Background: an optimization exercise with open tools, aiming at small area and a short achievable clock period. Do not read the settings as production practice.
The RTL was checked by simulation tests, not by an equivalence proof against the original design.

## matrix_multiplier
module matrix_multiplier (
    input clk,
    input reset,
    input start,
    input [7:0] in,
    output reg [15:0] o,
    output reg done
);
    reg [4:0] cnt;
    wire busy = cnt != 5'd0;
    wire [7:0] in_n = ~in;    
    reg [7:0] r0 [0:2];
    reg [7:0] r1 [0:2];
    reg [7:0] r2 [0:2];
    wire load_b0 = cnt >= 5'd10 && cnt <= 5'd12;
    wire load_b1 = cnt >= 5'd13 && cnt <= 5'd15;
    wire load_b2 = cnt >= 5'd16 && cnt <= 5'd18;
    always @(posedge clk) begin
        r0[0] <= load_b0 ? in_n : r0[2];
        r1[0] <= load_b1 ? in_n : r1[2];
        r2[0] <= load_b2 ? in_n : r2[2];
        r0[1] <= r0[0]; r0[2] <= r0[1];
        r1[1] <= r1[0]; r1[2] <= r1[1];
        r2[1] <= r2[0]; r2[2] <= r2[1];
    end
    reg [7:0] a0 [0:2];
    always @(posedge clk)
        if (cnt == 5'd1 || cnt == 5'd4 || cnt == 5'd7 || cnt == 5'd20 || cnt == 5'd23) begin
            a0[0] <= a0[1]; a0[1] <= a0[2]; a0[2] <= in_n;
        end
    reg [7:0] a1 [0:2];
    always @(posedge clk)
        if (cnt == 5'd2 || cnt == 5'd5 || cnt == 5'd8 || cnt == 5'd21 || cnt == 5'd24) begin
            a1[0] <= a1[1]; a1[1] <= a1[2]; a1[2] <= in_n;
        end
    reg [7:0] a2 [0:2];
    always @(posedge clk)
        if (cnt == 5'd3 || cnt == 5'd6 || cnt == 5'd9 || cnt == 5'd22 || cnt == 5'd25) begin
            a2[0] <= a2[1]; a2[1] <= a2[2]; a2[2] <= in_n;
        end
    wire [7:0] ha0 = a0[0];           
    wire [7:0] b0 = r0[1];            
    wire [7:0] ha1 = a1[0];           
    wire [7:0] b1 = r1[2];            
    wire [7:0] ha2 = a2[0];           
    wire [7:0] b2 = r2[0];            
    reg a1e_next;
  ...
Size: ~920 cells after synthesis, roughly 28 I/O pins, ~0.012 mm² of cells after synthesis.
clock: 8.0 ns
lec_check: 0
cap_margin: 20
core_margin: 2
core_utilization: 45
cts_buf_list: sky130_fd_sc_hd__clkbuf_8
cts_cluster_diameter: 60
cts_cluster_size: 20
gpl_routability_driven: 0
place_density: 0.8
slew_margin: 20
synth_hierarchical: 1
synth_minimum_keep_size: 0
standard.sh (not shown) runs the stock make flow with config.mk's settings and CLKGATE_MAP_FILE= SYNTH_SCRIPT=/design/flow/synth_recipe.tcl, a recipe that flattens the netlist after the stock synthesis.
==> flow/flow/run.sh <==
#!/bin/bash
# The standard layout flow with these changes in how the layout is made (the
# clock period and the constraints stay the design's): the ports are buffered
# with buf_2 cells, and clock tree synthesis adds no dummy loads. The make
# output goes to standard.log; each ORFS step keeps its own log under orfs/logs.
set -euo pipefail
bash standard.sh SETUP_SLACK_MARGIN=5 \
    "BUFFER_PORTS_ARGS=-buffer_cell sky130_fd_sc_hd__buf_2" \
    "CTS_ARGS=-sink_clustering_enable -repair_clock_nets -dont_use_dummy_load -buf_list sky130_fd_sc_hd__clkbuf_8 -sink_clustering_size 20 -sink_clustering_max_diameter 60" \
    finish > standard.log 2>&1
The first run finished clean.
==> next run, changes <==
--- a/flow/flow/run.sh
+++ b/flow/flow/run.sh
@@ -9 +9 @@
-    "CTS_ARGS=-sink_clustering_enable -repair_clock_nets -dont_use_dummy_load -buf_list sky130_fd_sc_hd__clkbuf_8 -sink_clustering_size 20 -sink_clustering_max_diameter 60" \
+    "CTS_ARGS=-sink_clustering_enable -repair_clock_nets -dont_use_dummy_load -buf_list {sky130_fd_sc_hd__clkbuf_4 sky130_fd_sc_hd__clkbuf_8} -sink_clustering_size 12 -sink_clustering_max_diameter 50" \
Settings changed: CORE_UTILIZATION 45 to 40, GPL_ROUTABILITY_DRIVEN 0 to not set, PLACE_DENSITY 0.8 to not set.
The new run finished with timing, DRC and antenna clean.
Worst setup slack gains 0.033 ns.
Global-route usage falls by 1.1 points.
Non-clock buffer count does not change.
Final area went up by 1.6%.
Wire length grows by 3.5%.
Sequential share of layout area drops by 0.78 points.
Worst hold slack improves by 0.0032 ns.
Die area rose by 12%.
==> next run, changes <==
--- a/flow/flow/run.sh
+++ b/flow/flow/run.sh
@@ -9 +9 @@
-    "CTS_ARGS=-sink_clustering_enable -repair_clock_nets -dont_use_dummy_load -buf_list {sky130_fd_sc_hd__clkbuf_4 sky130_fd_sc_hd__clkbuf_8} -sink_clustering_size 12 -sink_clustering_max_diameter 50" \
+    "CTS_ARGS=-sink_clustering_enable -repair_clock_nets -dont_use_dummy_load -buf_list sky130_fd_sc_hd__clkbuf_8 -sink_clustering_size 20 -sink_clustering_max_diameter 60" \
Settings changed: CORE_UTILIZATION 40 to 55, PLACE_DENSITY set to 0.85.
What happened: Die area is lower by about 27%. Worst hold slack gains 0.0067 ns. Routed wire length barely changes. First-iteration DRC count goes up by 13%. Final area went down by 2.2%. Core utilization rose by 16 points. Area after synthesis is unchanged. Critical path depth stays the same.
==> next run, changes <==
--- a/flow/flow/run.sh
+++ b/flow/flow/run.sh
@@ -7 +7 @@
-bash standard.sh SETUP_SLACK_MARGIN=5 \
+bash standard.sh SETUP_SLACK_MARGIN=5.2 MATCH_CELL_FOOTPRINT=0 \
Settings changed: CORE_UTILIZATION 55 to 40, PLACE_DENSITY 0.85 to 0.8.
What happened: Worst hold slack is worse by 0.029 ns; synthesized area does not change; final cell count is higher by 12%; sequential share of layout area drops by 1.3 points; routed wire length hardly moves; setup slack gets better by 0.071 ns; die area increases by 36%; design area climbs by 3.0%.


== job 1889 ==
matrix_multiplier, a different RTL version from the one above (not shown whole).
For scale: ~870 cells after synthesis.
clock: 8.0 ns
lec_check: 0
cap_margin: 20
core_margin: 2
core_utilization: 50
cts_buf_list: sky130_fd_sc_hd__clkbuf_8
cts_cluster_diameter: 60
cts_cluster_size: 20
place_density: 0.7
slew_margin: 20
synth_hierarchical: 1
synth_minimum_keep_size: 0
==> flow/flow/run.sh <==
#!/bin/bash
# The standard layout flow with these changes in how the layout is made (the
# clock period and the constraints stay the design's): the ports are buffered
# with buf_2 cells, and clock tree synthesis adds no dummy loads. The make
# output goes to standard.log; each ORFS step keeps its own log under orfs/logs.
set -euo pipefail
bash standard.sh SETUP_SLACK_MARGIN=5 \
    "BUFFER_PORTS_ARGS=-buffer_cell sky130_fd_sc_hd__buf_2" \
    "CTS_ARGS=-sink_clustering_enable -repair_clock_nets -dont_use_dummy_load -buf_list sky130_fd_sc_hd__clkbuf_8 -sink_clustering_size 20 -sink_clustering_max_diameter 60" \
    finish > standard.log 2>&1
Job 1889: all stages complete, timing, DRC and antenna checks passed
Modified inputs, job 6281 compared to job 1889
--- a/flow/config.mk
+++ b/flow/config.mk
@@ -8,9 +8,9 @@
 export CAP_MARGIN = 20
 export CORE_MARGIN = 2
-export CORE_UTILIZATION = 50
+export CORE_UTILIZATION = 40
 export CTS_BUF_LIST = sky130_fd_sc_hd__clkbuf_8
 export CTS_CLUSTER_DIAMETER = 60
 export CTS_CLUSTER_SIZE = 20
-export PLACE_DENSITY = 0.7
+export PLACE_DENSITY = 0.85
 export SLEW_MARGIN = 20
 export SYNTH_HIERARCHICAL = 1
## What came out
- Every run (job 6281 and job 1889) finished clean.
- Comparing share of cell area taken by multi-input logic gates for job 6281 and job 1889, the smaller number came from job 6281.
- Note that the well-tap cell count recorded for job 1889 amounts to 0.75 times the value seen in job 6281.
- The non-clock buffering overhead in the final layout of job 6281 and that of job 1889 are within noise of each other.
Setup changes, job 6281 to job 1008
==> flow/flow/run.sh <==
#!/bin/bash
# The standard layout flow with these changes in how the layout is made (the
# clock period and the constraints stay the design's): the ports are buffered
# with buf_1 cells, and clock tree synthesis adds no dummy loads. The make
# output goes to standard.log; each ORFS step keeps its own log under orfs/logs.
set -euo pipefail
bash standard.sh SETUP_SLACK_MARGIN=5 \
    "BUFFER_PORTS_ARGS=-buffer_cell sky130_fd_sc_hd__buf_1" \
    "CTS_ARGS=-sink_clustering_enable -repair_clock_nets -dont_use_dummy_load -buf_list sky130_fd_sc_hd__clkbuf_8 -sink_clustering_size 20 -sink_clustering_max_diameter 60" \
    finish > standard.log 2>&1
--- a/flow/config.mk
+++ b/flow/config.mk
@@ -12,5 +12,6 @@
 export CTS_CLUSTER_DIAMETER = 60
 export CTS_CLUSTER_SIZE = 20
-export PLACE_DENSITY = 0.85
+export GPL_ROUTABILITY_DRIVEN = 0
+export PLACE_DENSITY = 0.7
 export SLEW_MARGIN = 20
 export SYNTH_HIERARCHICAL = 1
Notes after the runs:
- Per the comparison of job 1008 with job 6281, met3 usage moved down; transition time of the tightest slew-check pin moved up; cell area level; part of the cycle the worst path needs moved down; fmax moved up.
- Job 1008 completed every stage of the flow, and the final layout passed the timing, DRC and antenna checks.
- Status: worst hold path stage count parity (job 6281, job 1008)
- The area growth from synthesis to layout of job 1008 is lower than that of job 6281.
Input-level comparison between job 6327 and job 1008:
==> flow/flow/run.sh <==
#!/bin/bash
# The standard layout flow with these changes in how the layout is made (the
# clock period and the constraints stay the design's): the ports are buffered
# with buf_2 cells, and clock tree synthesis adds no dummy loads. The make
# output goes to standard.log; each ORFS step keeps its own log under orfs/logs.
set -euo pipefail
bash standard.sh SETUP_SLACK_MARGIN=5 \
    "BUFFER_PORTS_ARGS=-buffer_cell sky130_fd_sc_hd__buf_2" \
    "CTS_ARGS=-sink_clustering_enable -repair_clock_nets -dont_use_dummy_load -buf_list sky130_fd_sc_hd__clkbuf_8 -sink_clustering_size 20 -sink_clustering_max_diameter 60" \
    finish > standard.log 2>&1
--- a/flow/config.mk
+++ b/flow/config.mk
@@ -12,6 +12,5 @@
 export CTS_CLUSTER_DIAMETER = 60
 export CTS_CLUSTER_SIZE = 20
-export GPL_ROUTABILITY_DRIVEN = 0
-export PLACE_DENSITY = 0.7
+export PLACE_DENSITY = 0.65
 export SLEW_MARGIN = 20
 export SYNTH_HIERARCHICAL = 1
Notes after the runs:
- No stage failed in job 6327, and the final checks on the layout all came back clean.
- Compare job 1008 and job 6327 | ratio of routed vias to standard cells higher: job 1008
- Compared with job 1008, job 6327 shows total number of vias that has gone down slightly.
- [diff] worst setup timing slack at the placement stage, job 6327 relative to job 1008: regression
- Comparing job 1008 and job 6327, the lower clock buffer count was measured on job 1008.
- Via count of the first global-routing pass of job 6327 falls short of that of job 1008 slightly.

-- separate check: timing with driven ports --
No port has a modelled driver above. Below, the same layouts with a new extraction and two added sets of constraints.
Step 1 sets driving cells, clkbuf_16 on the clock port and buf_2 on the other inputs (assumed; they add their load-dependent delay and slew).
Step 2 times the ports against the registers' clock, not the clock port: input delays grow and output delays shrink by t, the midpoint of the rising clock arrivals with the driver on.
a / b / c = ideal / step 1 / step 2; a / b = the first two.
run | t, ns | setup slack, ns | worst setup path after step 2
the first run of note 1 | 0.547 | 5.161 / 5.161 / 5.161 | register to register
the second run of note 1 | 0.575 | 5.194 / 5.194 / 5.194 | register to register
the third run of note 1 | 0.547 | 5.168 / 5.168 / 5.168 | register to register
the fourth run of note 1 | 0.554 | 5.239 / 5.239 / 5.239 | register to register
job 1889 | 0.552 | 5.267 / 5.267 / 5.267 | register to register
job 6281 | 0.542 | 5.274 / 5.274 / 5.274 | register to register
job 1008 | 0.527 | 5.295 / 5.295 / 5.295 | register to register
job 6327 | 0.542 | 5.219 / 5.219 / 5.219 | register to register
After both steps every run listed still meets setup and hold.
